This design comes from an exercise in tuning for small area on the open sky130 flow, not from production work. In this exercise RTL edits were held to simulation tests only and were not proved equivalent to the original. The flow treats the clock pin as an ideal source. Dropping or thinning the clock tree relies on that and would not hold on a real chip. Power figures rest on the tool's default switching activity, not on a simulated workload.

== rev 12 ==
## Simon_Game
module Simon_Game(
    input  logic       clk,
    input  logic       rst,
    input  logic [7:0] SW,
    output logic [7:0] LED,
    output logic [6:0] seg0
);
    logic [2:0]  mode;
    logic [2:0]  sub;
    logic [12:0] y;
    logic        run;
    logic [7:0]  sw_sync1, sw_sync2, sw_prev;
    logic        good;
    wire [2:0]  mode_d, sub_d;
    wire [12:0] y_d;
    wire [7:0]  prev_d;
    wire        good_d;
    always_ff @(posedge clk or posedge rst) begin
        if (rst) begin
            mode <= 3'b000;
            sub  <= 3'b010;
            run  <= 1'b0;
        end else begin
            mode <= mode_d;
            sub  <= sub_d;
            run  <= 1'b1;
        end
    end
    always_ff @(posedge clk) begin
        y        <= y_d;
        sw_sync1 <= SW;
        sw_sync2 <= sw_sync1;
        sw_prev  <= prev_d;
        good     <= good_d;
    end
    wire [7:0] d;                        
    for (genvar i = 0; i < 8; i++) begin : g_diff
        sg_xor2 u_x (.a(sw_sync2[i]), .b(sw_prev[i]), .y(d[i]));
    end
    wire eq_lo, eq_hi, differ;
    sg_nor4  u_eql (.a(d[0]), .b(d[1]), .c(d[2]), .d(d[3]), .y(eq_lo));
    sg_nor4  u_eqh (.a(d[4]), .b(d[5]), .c(d[6]), .d(d[7]), .y(eq_hi));
    sg_nand2 u_dif (.a(eq_lo), .b(eq_hi), .y(differ));
    wire inp_n, aux_n, m_wait, disp_n, done_n, m2_n;
    sg_nand2  u_inp  (.a(mode[0]), .b(mode[2]), .y(inp_n));           
  ...
Size: about 25 I/O pins.
==> flow/config.mk <==
export PLATFORM = sky130hd
export DESIGN_NAME = Simon_Game
export DESIGN_NICKNAME = Simon_Game
export VERILOG_FILES = /design/flow/design.v
export SDC_FILE = /design/flow/constraint.sdc
export NUM_CORES = 4
export LEC_CHECK = 0
export CAP_MARGIN = 20
export CORE_AREA = 2.5 2.5 58.5 58.5
export DIE_AREA = 0 0 61 61
export PLACE_DENSITY = 0.8
export SLEW_MARGIN = 20
export SYNTH_HIERARCHICAL = 1
export SYNTH_MINIMUM_KEEP_SIZE = 0
==> flow/constraint.sdc <==
create_clock -name core_clock -period 6.0 [get_ports {clk}]
set_input_delay 1.2000 -clock core_clock [delete_from_list [all_inputs] [get_ports {clk}]]
set_output_delay 1.2000 -clock core_clock [all_outputs]
set_load 0.01 [all_outputs]
standard.sh (not shown) runs the stock make flow with config.mk's settings and CLKGATE_MAP_FILE= SYNTH_SCRIPT=/design/flow/synth_recipe.tcl, a recipe that flattens the netlist after the stock synthesis.
==> flow/flow/run.sh <==
#!/bin/bash
# Standard synthesis, then every combinational cell at its smallest size, then
# the standard layout with the smallest buffer on each port and a clock tree of
# four buffers fed by the clock port. Each tool's output goes to its own log.
set -euo pipefail
bash standard.sh synth > synth.log 2>&1
python3 flow/downsize.py orfs/results/sky130hd/Simon_Game/base/1_2_yosys.v \
  "$FLOW_HOME/platforms/sky130hd/lef/sky130_fd_sc_hd_merged.lef" > downsize.log 2>&1
bash standard.sh BUFFER_PORTS_ARGS="-buffer_cell sky130_fd_sc_hd__buf_1" \
  PRE_CTS_TCL="$PWD/flow/cts_quad.tcl" CLOCK_LEAF_BUF=sky130_fd_sc_hd__clkbuf_4 \
  RECOVER_POWER=100 finish > layout.log 2>&1
Other scripts of this flow, unchanged in this note and not shown: flow/flow/cts_quad.tcl, flow/flow/downsize.py
Modified inputs, rev 13 compared to rev 12
diff --git a/flow/design.v b/flow/design.v
--- a/flow/design.v
+++ b/flow/design.v
@@ -4,34 +4,32 @@
     input  logic [7:0] SW,
     output logic [7:0] LED,
     output logic [6:0] seg0
 );
     logic [2:0]  mode;
     logic [2:0]  sub;
     logic [12:0] y;
-    logic        run;
     logic [7:0]  sw_sync1, sw_sync2, sw_prev;
     logic        good;
     wire [2:0]  mode_d, sub_d;
     wire [12:0] y_d;
     wire [7:0]  prev_d;
     wire        good_d;
     always_ff @(posedge clk or posedge rst) begin
         if (rst) begin
             mode <= 3'b000;
             sub  <= 3'b010;
-            run  <= 1'b0;
+            y    <= 13'h07f0 ^ 13'h0aaa;
         end else begin
             mode <= mode_d;
             sub  <= sub_d;
-            run  <= 1'b1;
+            y    <= y_d;
         end
     end
     always_ff @(posedge clk) begin
-        y        <= y_d;
         sw_sync1 <= SW;
         sw_sync2 <= sw_sync1;
         sw_prev  <= prev_d;
         good     <= good_d;
     end
     wire [7:0] d;                        
     for (genvar i = 0; i < 8; i++) begin : g_diff
@@ -61,27 +59,21 @@
     sg_nor3  u_tb (.a(b1), .b(b2), .c(o3), .y(t_deb));
     wire det;                                    
     sg_and2  u_det (.a(t_deb), .b(differ), .y(det));
     wire e_aux;
     sg_nor2  u_ea (.a(aux_n), .b(y[1]), .y(e_aux));
     wire inp_eq;
     sg_nor2  u_ie (.a(inp_n), .b(differ), .y(inp_eq));
-    wire load_n0, load, load_n, first, fb;
-    sg_nor4  u_ln (.a(e_disp), .b(e_aux), .c(inp_eq), .d(t_deb), .y(load_n0));
-    sg_nand2 u_ld (.a(load_n0), .b(run), .y(load));
-    sg_inv   u_lb (.a(load), .y(load_n));
-    sg_inv   u_fi (.a(run), .y(first));
+    wire load_n, load, fb;
+    sg_nor4  u_ln (.a(e_disp), .b(e_aux), .c(inp_eq), .d(t_deb), .y(load_n));
+    sg_inv   u_ld (.a(load_n), .y(load));
     sg_xnor2 u_fb (.a(y[12]), .b(y[5]), .y(fb));
     sg_nor2  u_y0 (.a(load), .b(fb), .y(y_d[0]));
     for (genvar i = 1; i < 13; i++) begin : g_ctr
-        if (i >= 5 && i <= 11 && i % 2) begin : g_odd_first
-            sg_a21oi u_n (.a1(load_n), .a2(y[i-1]), .b1(first), .y(y_d[i]));
-        end else if (i >= 5 && i <= 11) begin : g_even_first
-            sg_o21ai u_n (.a1(load), .a2(y[i-1]), .b1(run), .y(y_d[i]));
-        end else if (i % 2) begin : g_odd
+        if (i % 2) begin : g_odd
             sg_nand2 u_n (.a(load_n), .b(y[i-1]), .y(y_d[i]));
         end else begin : g_even
             sg_nor2  u_n (.a(load), .b(y[i-1]), .y(y_d[i]));
         end
     end
     wire step_n, sfb, ls, adv_n;
     sg_nor2  u_st (.a(e_disp), .b(det), .y(step_n));
@@ -89,15 +81,15 @@
     sg_mux2  u_s2 (.s(step_n), .a0(sub[1]), .a1(sub[2]), .y(sub_d[2]));
     sg_mux2  u_s1 (.s(step_n), .a0(sub[0]), .a1(sub[1]), .y(sub_d[1]));
     sg_mux2  u_s0 (.s(step_n), .a0(sfb),    .a1(sub[0]), .y(sub_d[0]));
     sg_nor3  u_ls (.a(sub[2]), .b(sub[0]), .c(step_n), .y(ls));
     sg_nor2  u_av (.a(ls), .b(e_aux), .y(adv_n));
     sg_mux2  u_m0 (.s(adv_n), .a0(m2_n),    .a1(mode[0]), .y(mode_d[0]));
     sg_mux2  u_m1 (.s(adv_n), .a0(mode[0]), .a1(mode[1]), .y(mode_d[1]));
-    sg_a21o  u_m2 (.a1(e_aux), .a2(mode[0]), .b1(mode[2]), .y(mode_d[2]));
+    sg_mux2  u_m2 (.s(adv_n), .a0(mode[1]), .a1(mode[2]), .y(mode_d[2]));
     wire hold;
     sg_nor2 u_hold (.a(det), .b(m_wait), .y(hold));
     for (genvar i = 0; i < 8; i++) begin : g_prev
         sg_a22o u_p (.a1(det), .a2(sw_sync2[i]), .b1(hold), .b2(sw_prev[i]), .y(prev_d[i]));
     end
     wire u76, u54, u32, q1, hi1;
     sg_nor2   u_u76 (.a(d[7]), .b(d[6]), .y(u76));
@@ -148,11 +140,9 @@
 module sg_nor3 (input logic a, b, c, output logic y);             assign y = ~(a | b | c);       endmodule
 module sg_nand4(input logic a, b, c, d, output logic y);          assign y = ~(a & b & c & d);   endmodule
 module sg_nor4 (input logic a, b, c, d, output logic y);          assign y = ~(a | b | c | d);   endmodule
 module sg_or4  (input logic a, b, c, d, output logic y);          assign y = a | b | c | d;      endmodule
 module sg_xor2 (input logic a, b, output logic y);                assign y = a ^ b;              endmodule
 module sg_xnor2(input logic a, b, output logic y);                assign y = ~(a ^ b);           endmodule
 module sg_mux2 (input logic s, a0, a1, output logic y);           assign y = s ? a1 : a0;        endmodule
-module sg_a21oi(input logic a1, a2, b1, output logic y);          assign y = ~((a1 & a2) | b1);  endmodule
-module sg_o21ai(input logic a1, a2, b1, output logic y);          assign y = ~((a1 | a2) & b1);  endmodule
 module sg_a21o (input logic a1, a2, b1, output logic y);          assign y = (a1 & a2) | b1;     endmodule
 module sg_a22o (input logic a1, a2, b1, b2, output logic y);      assign y = (a1 & a2) | (b1 & b2); endmodule
## What came out
Rev 13: detailed route wirelength on metal3 is about 5% higher than what rev 12 reported. Rev 13 leaves less setup margin than rev 12. Rev 12 → rev 13: number of global-route vias before repair went down by 42; share of total power consumed by net switching went down by 0.89 points. Compared with rev 12, in rev 13 via density per instance has increased, non-clock inverter instance count of the final layout has decreased.
In every run of this note, the design's own scripts or RTL, not TritonCTS, make the clock network.

## port drivers added, routing unchanged
The flow's constraints put no driver on any port. The routed layouts listed below were extracted and timed again, unchanged, in two steps.
Step 1: set_driving_cell puts a clkbuf_16 on clk and a buf_2 on each other input, an assumption about the parent block.
Step 2 also shifts input and output timing later by t, the mid clock arrival at the registers, as if the neighbouring blocks saw the same clock.
Slacks: ideal ports / drivers / drivers and shift; pairs: ideal ports / drivers.
| run | t, ns | setup slack, ns | hold WS [ns] | worst setup path after step 2 | worst data-port slew with drivers (ns) |
|---|---|---|---|---|---|
| rev 12 | 0.201 | 3.452 / 3.413 / 3.495 | 0.337 / 0.337 / 0.337 | register to register | 0.03 |
| rev 13 | 0.199 | 3.381 / 3.342 / 3.455 | 0.330 / 0.330 / 0.330 | register to register | 0.03 |
After both steps every run listed still meets setup and hold.
